Context: an optimization exercise on an open-source flow, tuned for small area. The choices shown serve that exercise and are no tape-out recipe. The RTL was checked by simulation tests, not by an equivalence proof against the original design. Power and IR drop assume default switching activity.

## flow/design.v

```verilog
`timescale 1ns/100ps
module Cpu(
	clk,
	rst,
	instr_addr,
	instr,
	data_addr,
	data_in,
	data_out,
	mem_read,
	mem_write
);
input wire clk;
input wire rst;
output wire [31:0] instr_addr;
input wire [31:0] instr;
output wire [31:0] data_addr;
output wire [31:0] data_out;
input wire [31:0] data_in;
output wire mem_write;
output wire mem_read;
wire [2:0] aluOp;
wire [15:0] constant;
wire [4:0] rs_addr;
wire [4:0] rt_addr;
wire [4:0] rd_addr;
wire reg_write;
wire [31:0] rs_data;
wire [31:0] rt_data;
wire [31:0] rd_data;
wire [31:0] rd_data_post;
wire ovf;
wire zero;
wire alusrc1;
wire alusrc2;
wire memtoreg;
wire reg_dst;
wire [31:0] aluin2;
wire [31:0] constant_ext;
wire [25:0] jump_immediate;
wire jump;
wire noop;
program_counter pc(
	.clk(clk),
	.rst(rst),
	.immediate_value(constant_ext),
	.zero(zero),
	.pc_out(instr_addr),
	.jump(jump),
	.jump_immediate(jump_immediate),
	.noop(noop)
);
reg_file regfile(
	.clk(clk),
	.rst(rst),
	.wr_en(reg_write),
	.rd0_addr(rs_addr),
	.rd1_addr(rt_addr),
	.rd0_data(rs_data),
	.rd1_data(rt_data),
	.wr_addr(rd_addr),
	.wr_data(rd_data_post)
);
inst_decoder decoder(
	.mem_write(mem_write),
	.instruction(instr),
	.mem_read(mem_read),
	.ALUOp(aluOp),
	.immediate_constant(constant),
	.reg_write(reg_write),
	.read_reg1_addr(rs_addr),
	.read_reg2_addr(rt_addr),
	.write_reg_addr(rd_addr),
	.ALUSrc1(alusrc1),
	.ALUSrc2(alusrc2),
	.mem_to_reg(memtoreg),
	.reg_dst(reg_dst),
	.jump_immediate(jump_immediate),
	.jump(jump),
	.noop(noop)
);
alu alu(
	.a(rs_data),
	.b(aluin2),
	.sel(aluOp),
	.f(rd_data),
	.ovf(ovf),
	.zero(zero)
);
assign data_addr = rd_data;
assign data_out = rt_data;
sign_extend extend(
	.in(constant),
	.out(constant_ext)
);
mux alu_src_mux(
	.a(rt_data),
	.b(constant_ext),
	.sel(alusrc2),
	.out(aluin2)
);
mux reg_write_mux(
	.a(rd_data),
	.b(data_in),
	.sel(memtoreg),
	.out(rd_data_post)
);
endmodule
module alu(
  a,
  b,
  sel,
  f,
  ovf,
  zero
);
  input [31:0] a;
  input [31:0] b;
  input [2:0] sel;
  output [31:0] f;
  output ovf;
  output zero;
  reg [31:0] f;
  reg ovf;
  reg zero;
  wire [31:0] a;
  wire [31:0] b;
  wire [2:0] sel;
  always @ (*)
  begin
	zero = 0;
	ovf = 0;
	f = 32'd0;
	case(sel)
  	3'b000:  
    	begin
    	f = a + b;
    	ovf = (a[31]~^b[31] && f[31]!=a[31])?1:0;
    	end
  	3'b001:  
    	begin
    	f = 32'd0;
    	end
  	3'b010:  
    	begin
    	f = a&b;
    	end
  	3'b011:  
        begin
    	f = a|b;
    	end
  	3'b100:  
    	begin
        if($signed(a) < $signed(b))
          f = 32'd1;
        else
          f = 32'd0;
    	end
  	3'b101:  
    	begin
    	f = {a[30:0],1'b0};
    	end
  	3'b110:  
    	begin
    	if(a==b)
      	zero = 1;
    	end
  	3'b111:  
    	begin
    	f = 32'd0;
    	if(a!=b)
      	zero = 1;
    	end
  	default:
    	begin
    	f = 32'd0;   	
    	end
	endcase
  end
endmodule
module inst_decoder(
input [31:0] instruction,
output reg reg_write,
output reg reg_dst,
output reg [15:0] immediate_constant,
output reg ALUSrc1,
output reg ALUSrc2,
output reg [2:0] ALUOp,
output reg mem_write,
output reg mem_read,
output reg mem_to_reg,
output reg [4:0] read_reg1_addr,
output reg [4:0] read_reg2_addr,
output reg [4:0] write_reg_addr,
output reg [25:0] jump_immediate,
output reg jump,
output reg noop
    );
reg [5:0] opcode;
reg [5:0] funct;
reg [5:0] padding; 
always @(*)
begin
ALUSrc1 = 1'b0;
mem_write = 1'b0;
mem_read = 1'b0;
immediate_constant = instruction[15:0];
mem_to_reg = 1'b0;
reg_dst = 1'b0;
opcode = instruction[31:26];
funct = instruction[5:0];
reg_write = 1'b1;
ALUSrc2 = 1'b0;
ALUOp = 0;
read_reg1_addr = instruction[25:21];  
read_reg2_addr = instruction[20:16];  
write_reg_addr = instruction[15:11];  
jump_immediate = instruction[25:0];
jump = 0;
noop = 0;
case(opcode)
    6'd 4:  
    begin
    immediate_constant = instruction [15:0];
    ALUOp = 3'b110;
    reg_write = 0;
    write_reg_addr = instruction[20:16];  
    end
    6'd 0:
    case(funct)
     6'h 20:  
          begin
            ALUOp = 3'b000;
            reg_dst = 1'b1;
            write_reg_addr = instruction[15:11];  
            end
     6'h 2A:
          begin
            ALUOp = 3'b 100;
            reg_dst = 1'b1;
            write_reg_addr = instruction[15:11];  
          end
   endcase
     6'h 23:  
          begin
       immediate_constant = instruction [15:0];
       ALUOp = 3'b000;
       mem_to_reg = 1'b1;
       mem_read = 1'b1;
       ALUSrc2 = 1'b1;
       write_reg_addr = instruction[20:16];  
     end
     6'h 2b:  
          begin
       immediate_constant = instruction [15:0];
       ALUOp = 3'b000;
       mem_write = 1'b1;
       reg_write = 1'b0;
       ALUSrc2 = 1'b1;
       write_reg_addr = instruction[20:16];  
     end
     6'd 8:  
          begin
       immediate_constant = instruction [15:0];
       write_reg_addr = instruction[20:16];  
       ALUOp = 3'b000;
       ALUSrc2 = 1'b1;
     end     
     6'd 2:
      begin
      jump = 1;
        end  
    6'h 3f:
    begin
      noop = 1;
      reg_write = 0;
      ALUOp = 3'b001;
    end
endcase
end
endmodule
module program_counter(input clk, 
          input rst, 
          input [31:0] immediate_value, 
          input zero,
          input jump,
          input [25:0] jump_immediate,
          input noop, 
          output reg [31:0] pc_out);
  wire [31:0] pc_plus4 = pc_out + 4;
  always@(posedge clk or posedge rst)
    begin
       if(rst)
            begin
                pc_out <= 32'h3000 - 4;
            end
       else
        begin
            if(zero)
                pc_out <= pc_out + 4 + immediate_value * 4;
            else if(jump) begin
                pc_out <= {pc_plus4[31:28], jump_immediate, 2'b00};
            end else if(noop) begin
                pc_out <= pc_out;
            end else
                pc_out <= pc_out + 4;             
        end 
    end
endmodule
module reg_file(
  input clk,
  input rst,
  input wr_en,
  input [4:0] rd0_addr,
  input [4:0] rd1_addr,
  input [4:0] wr_addr,
  input [31:0] wr_data,
  output [31:0] rd0_data,
  output [31:0] rd1_data
);
  reg [31:0] mem [0:31];
  integer i;
  always @ (posedge clk or posedge rst)  
    begin
        if(rst)  
            begin
               for(i = 0; i < 32; i = i+1)
                  mem[i] <= 0;       
            end
        else
            begin
                if (wr_en)  
                      mem[wr_addr] <= wr_data;                               
            end
    end    
assign rd0_data = (rd0_addr == 0) ? 32'd0 : mem[rd0_addr];
assign rd1_data = (rd1_addr == 0) ? 32'd0 : mem[rd1_addr];
endmodule
module mux(
    input [31:0] a,
    input [31:0] b,
    input sel,
    output reg [31:0] out
    );
    always @(*)
    case(sel)
    1'b0: out = a;
    1'b1: out = b;
    endcase
endmodule
module sign_extend(in, out);
	input [15:0] in;
	output reg [31:0] out;
	always @ (in)
	begin
		if(in[15] == 1) begin
			out <= 32'hFFFF0000 | in;
		end else begin
			out <= in;
		end
	end
endmodule
```

## flow/run.sh

```bash
#!/bin/bash
# synth_recipe.tcl (not shown) runs the flow's synth.tcl, then flattens the netlist and writes it again
# the make line also repeats each setting of config.mk as NAME=value (left out here)
make -C /OpenROAD-flow-scripts/flow DESIGN_CONFIG=/design/flow/config.mk WORK_HOME=/design/flow/orfs CLKGATE_MAP_FILE= SYNTH_SCRIPT=/design/flow/synth_recipe.tcl finish
```

## flow/config.mk

```make
export PLATFORM = sky130hd
export DESIGN_NAME = Cpu
export DESIGN_NICKNAME = Cpu
export VERILOG_FILES = /design/flow/design.v
export SDC_FILE = /design/flow/constraint.sdc
export NUM_CORES = 4
export LEC_CHECK = 0
export CAP_MARGIN = 20
export CORE_MARGIN = 2
export CORE_UTILIZATION = 35
export SETUP_SLACK_MARGIN = 0.2
export SLEW_MARGIN = 20
```

## flow/constraint.sdc

```tcl
create_clock -name core_clock -period 12.0 [get_ports {clk}]
set_input_delay 2.4000 -clock core_clock [delete_from_list [all_inputs] [get_ports {clk}]]
set_output_delay 2.4000 -clock core_clock [all_outputs]
set_load 0.01 [all_outputs]
```

==> run summary <==
==> Yosys cell counts (29+ instances only) <==
cell type / number
nor2_1: 758
a21oi_1: 666
inv_1: 104
a22o_1: 130
a221oi_1: 118
nand4_1: 108
dfrtp_1: 1011
mux2i_1: 59
a222oi_1: 58
ha_1: 111
nand2_1: 647
buf_2: 29
xnor2_1: 59
nor3_1: 88
nand3_1: 156
o21ai_1: 69
a22oi_1: 601
o21ai_0: 457
clkbuf_1: 482
==> repair_timing <==
action	4_1_cts	5_1_grt
pin swaps	2	11
setup buffers	7	35
resized for setup	1	11
setup endpoints to repair	3	8
==> routing by layer <==
| metal | part of all wire [%] | vias to the layer above |
|---|---|---|
| met5 | 0.094 | - |
| met2 | 41 | 4880 |
| met3 | 15 | 1446 |
| met1 | 37 | 26834 |
| li1 | - | 22401 |
| met4 | 7.2 | 26 |
==> cell families (layout without fill, tap and decap cells) <==
logic type / after synthesis / count (layout) / synth area share (%)
multiplexers: 84 / 84 / 1.64
flip-flops: 1022 / 1022 / 47.4
XOR/XNOR: 80 / 80 / 1.30
buffers and inverters: 652 / 805 / 4.71
adder cells (fa/ha/maj): 113 / 113 / 2.65
AND/OR/NAND/NOR: 1905 / 1905 / 15.2
other: 1 / 4 / 0.00695
AO/OA/AOI/OAI: 2264 / 2264 / 27.1
==> worst max path at each step <==
| stage | start | endpoint | slack, ns | cells past startpoint |
|---|---|---|---|---|
| floorplan | rst | pc.pc_out[12] | -4.48 | 1 |
| global placement | instr[19] | data_addr[27] | 0.20 | 26 |
| detailed placement | instr[19] | data_addr[27] | 0.11 | 26 |
| CTS | instr[17] | data_addr[27] | 0.33 | 25 |
| global route | instr[24] | data_addr[27] | 0.22 | 25 |
| finish | instr[24] | data_addr[31] | 0.31 | 22 |
==> registers in the layout, indices dropped and copies added, names as in the netlist <==
| name | cells |
|---|---|
| regfile.mem | 992 |
| pc.pc_out | 30 |
==> critical path: stages <==
cell	delay [ns]
clkdlybuf4s50_1	0.77
buf_4	0.35
nand3b_1	0.45
nor2_4	0.77
buf_4	0.46
a222oi_1	0.18
nand3_1	0.11
nor3_1	0.05
a22oi_1	0.56
ha_1	0.44
nor4_1	0.50
a21oi_1	0.14
nor2_1	0.11
o21ai_0	0.11
inv_1	0.10
a311oi_2	0.08
a21oi_2	0.40
nand3_1	0.13
a31oi_1	0.22
xor2_1	0.31
nor2_1	0.11
clkdlybuf4s50_1	0.50
==> report_power, final <==
part,internal [uW],switching [uW]
combinational,2330,4670
clock,2220,1620
sequential,5090,1920
==> stage by stage <==
| step | worst slack [ns] | setup TNS, ns | cell area [sq um] |
|---|---|---|---|
| finish | 0.307 | 0 | 63800 |
| global route | 0.217 | 0 | 63800 |
| CTS | 0.333 | 0 | 63400 |
| detailed placement | 0.114 | 0 | 59300 |
| global placement | 0.203 | 0 | 59200 |
| floorplan | -4.48 | -4531.04 | 54000 |
==> cell type report <==
cell class | count | area, sq um | share of cell area, %
Multi-Input combinational cell | 4448 | 26700 | 41.9
Sequential cell | 1022 | 25600 | 40.1
Timing Repair Buffer | 491 | 4480 | 7.02
Clock buffer | 153 | 3230 | 5.06
Tap cell | 2044 | 2560 | 4.01
Clock inverter | 57 | 835 | 1.31
Inverter | 104 | 394 | 0.618
Antenna cell | 2 | 5.00 | 0.00784
==> summary.txt <==
Worst Path Arrival -> 9.29 ns
Met2 Track Usage GR -> 52.4%
Drt total wl -> 297 mm
Fillers -> 15.1k
Finished Layout Cells -> 8321
Hold Path Depth -> 1
# DRC -> 0
CP Class -> input pin to output pin
GRT Total Usage -> 36.7%
Worst Min Path Start -> pc.pc_out[31]
Synth Cell Area -> 54000 sq um
Status -> timing/DRC/antenna clean
Initial antenna violation count -> 18
Met1 Usage GRT -> 47.2%
Mapped Cells -> 6121
CTS sink cnt -> 1022
Critical path peak fanout -> 12
Fin crit share -> 97.4%
CTS tree -> built
Synthesis-stage register bit count -> 1022
Inst Count DP -> 8065
Worst-Margin Slew -> 1.23 ns
PortBufs -> 161
Final Skew -> 0.0546 ns
WHS Endpoint -> pc.pc_out[31]
GRT Residual Overflow -> 0
Clk buf depth -> 3
Antenna-violating nets left -> 0
Hold_ws -> 0.480 ns
Max Fclk -> 0.0855 GHz
Top FF cell, synth -> dfrtp_1
Synth cell types -> 92
Area contributors post-synth -> dfrtp_1 (47%), a22oi_1 (8.4%), a21oi_1 (6.2%)
Commonest non-fill, non-tap cell in the layout -> dfrtp_1
Largest net degree at the start of global routing -> 167
Vias in the first global route -> 51.7k
Final net count -> 6360
GPL Wtd Cong -> 1.00
Worst setup EP type -> output pin
Total CTS buffers -> 114
IO Count -> 164
Area leader, netlist -> dfrtp_1
Sequential fraction of the synthesis area -> 47.4%
R2R cell count -> 24
Final setup vio count -> 0
Clock root cell -> clkbuf_16
Worst R2R Setup Slack -> 5.75 ns
Number of cell rows -> 144
Final hold violations -> 0
Most frequent cells in the layout -> dfrtp_1 (1011), nor2_1 (682), a21oi_1 (648)
Max Cap Viol -> 0
Leakage power -> 0.0271 uW
Gr busiest metal -> met2
DIE WIDTH -> 397 um
Vias/cell -> 6.68
Hold crit path type -> flip-flop to flip-flop
RR Startpoint -> regfile.mem[12][10]
PD cells -> 280 nW/um^2
CORE AREA -> 154000 sq um
Ys async rst share -> 100%
Global-route wire length before repair -> 411 mm
Unrepaired setup endpoints after global routing -> false
H-tree levels -> 3
CP required -> 9.60 ns
Final min period -> 11.69 ns
Fraction of layout instances using a drive strength above 1 -> 11.9%
Hold buffers post-CTS -> 0
Drt wl/cell -> 35.7 um
Max-slew headroom at the worst pin -> 17.7%
Drt initial violations -> 11.9k
Startpoint Class -> input pin
Detailed Routing Iterations Pass 1 -> 13
Fin. max-slew vios -> 0
RR Endpoint -> regfile.mem[16][31]
Synthesis-to-layout area growth -> 18.2%
Starting Density -> 35.2%
Mean Syn Cell Area -> 8.82 sq um
Via count -> 55.6k
Core Util, Final -> 41.6%
Clk slew on worst S/H paths -> 0.06 ns
Dpl hpwl -> 189 mm
Area share of the largest cell type after synthesis -> 46.9%
Met3 usage -> 14.5%
Total power -> 17800 uW
Post-synth EDFFs -> 0
Peak supply drop -> 0.000286 V
Die Height -> 397 um
Worst-Skew Late Latency -> 0.80 ns
Yosys warns -> 7
Die area -> 157000 sq um

## what the ideal ports hide
The results above use ideal ports. As a check the final layout listed here was re-extracted and re-timed, cells and wires unchanged. Step 1: set_driving_cell puts a clkbuf_16 on clk and a buf_2 on each other input, an assumption about the parent block. Step 2 moves the port delays by t, midway between the first and last clock arrival at a register: inputs arrive t later, outputs are due t later. That takes back most of the time a late clock gives input paths. Slacks: no drivers / after step 1 / after step 2; pairs: no drivers / after step 1.
t (ns): 0.845
setup slack, ns: 0.307 / 0.284 / 0.284
worst setup path at the end: input to output
slew at the worst register clock pin (ns): 0.07 / 0.07
After both steps this run still meets setup and hold. The setup slack of this run moves by -0.023 ns with the drivers and by -0.023 ns with both steps.
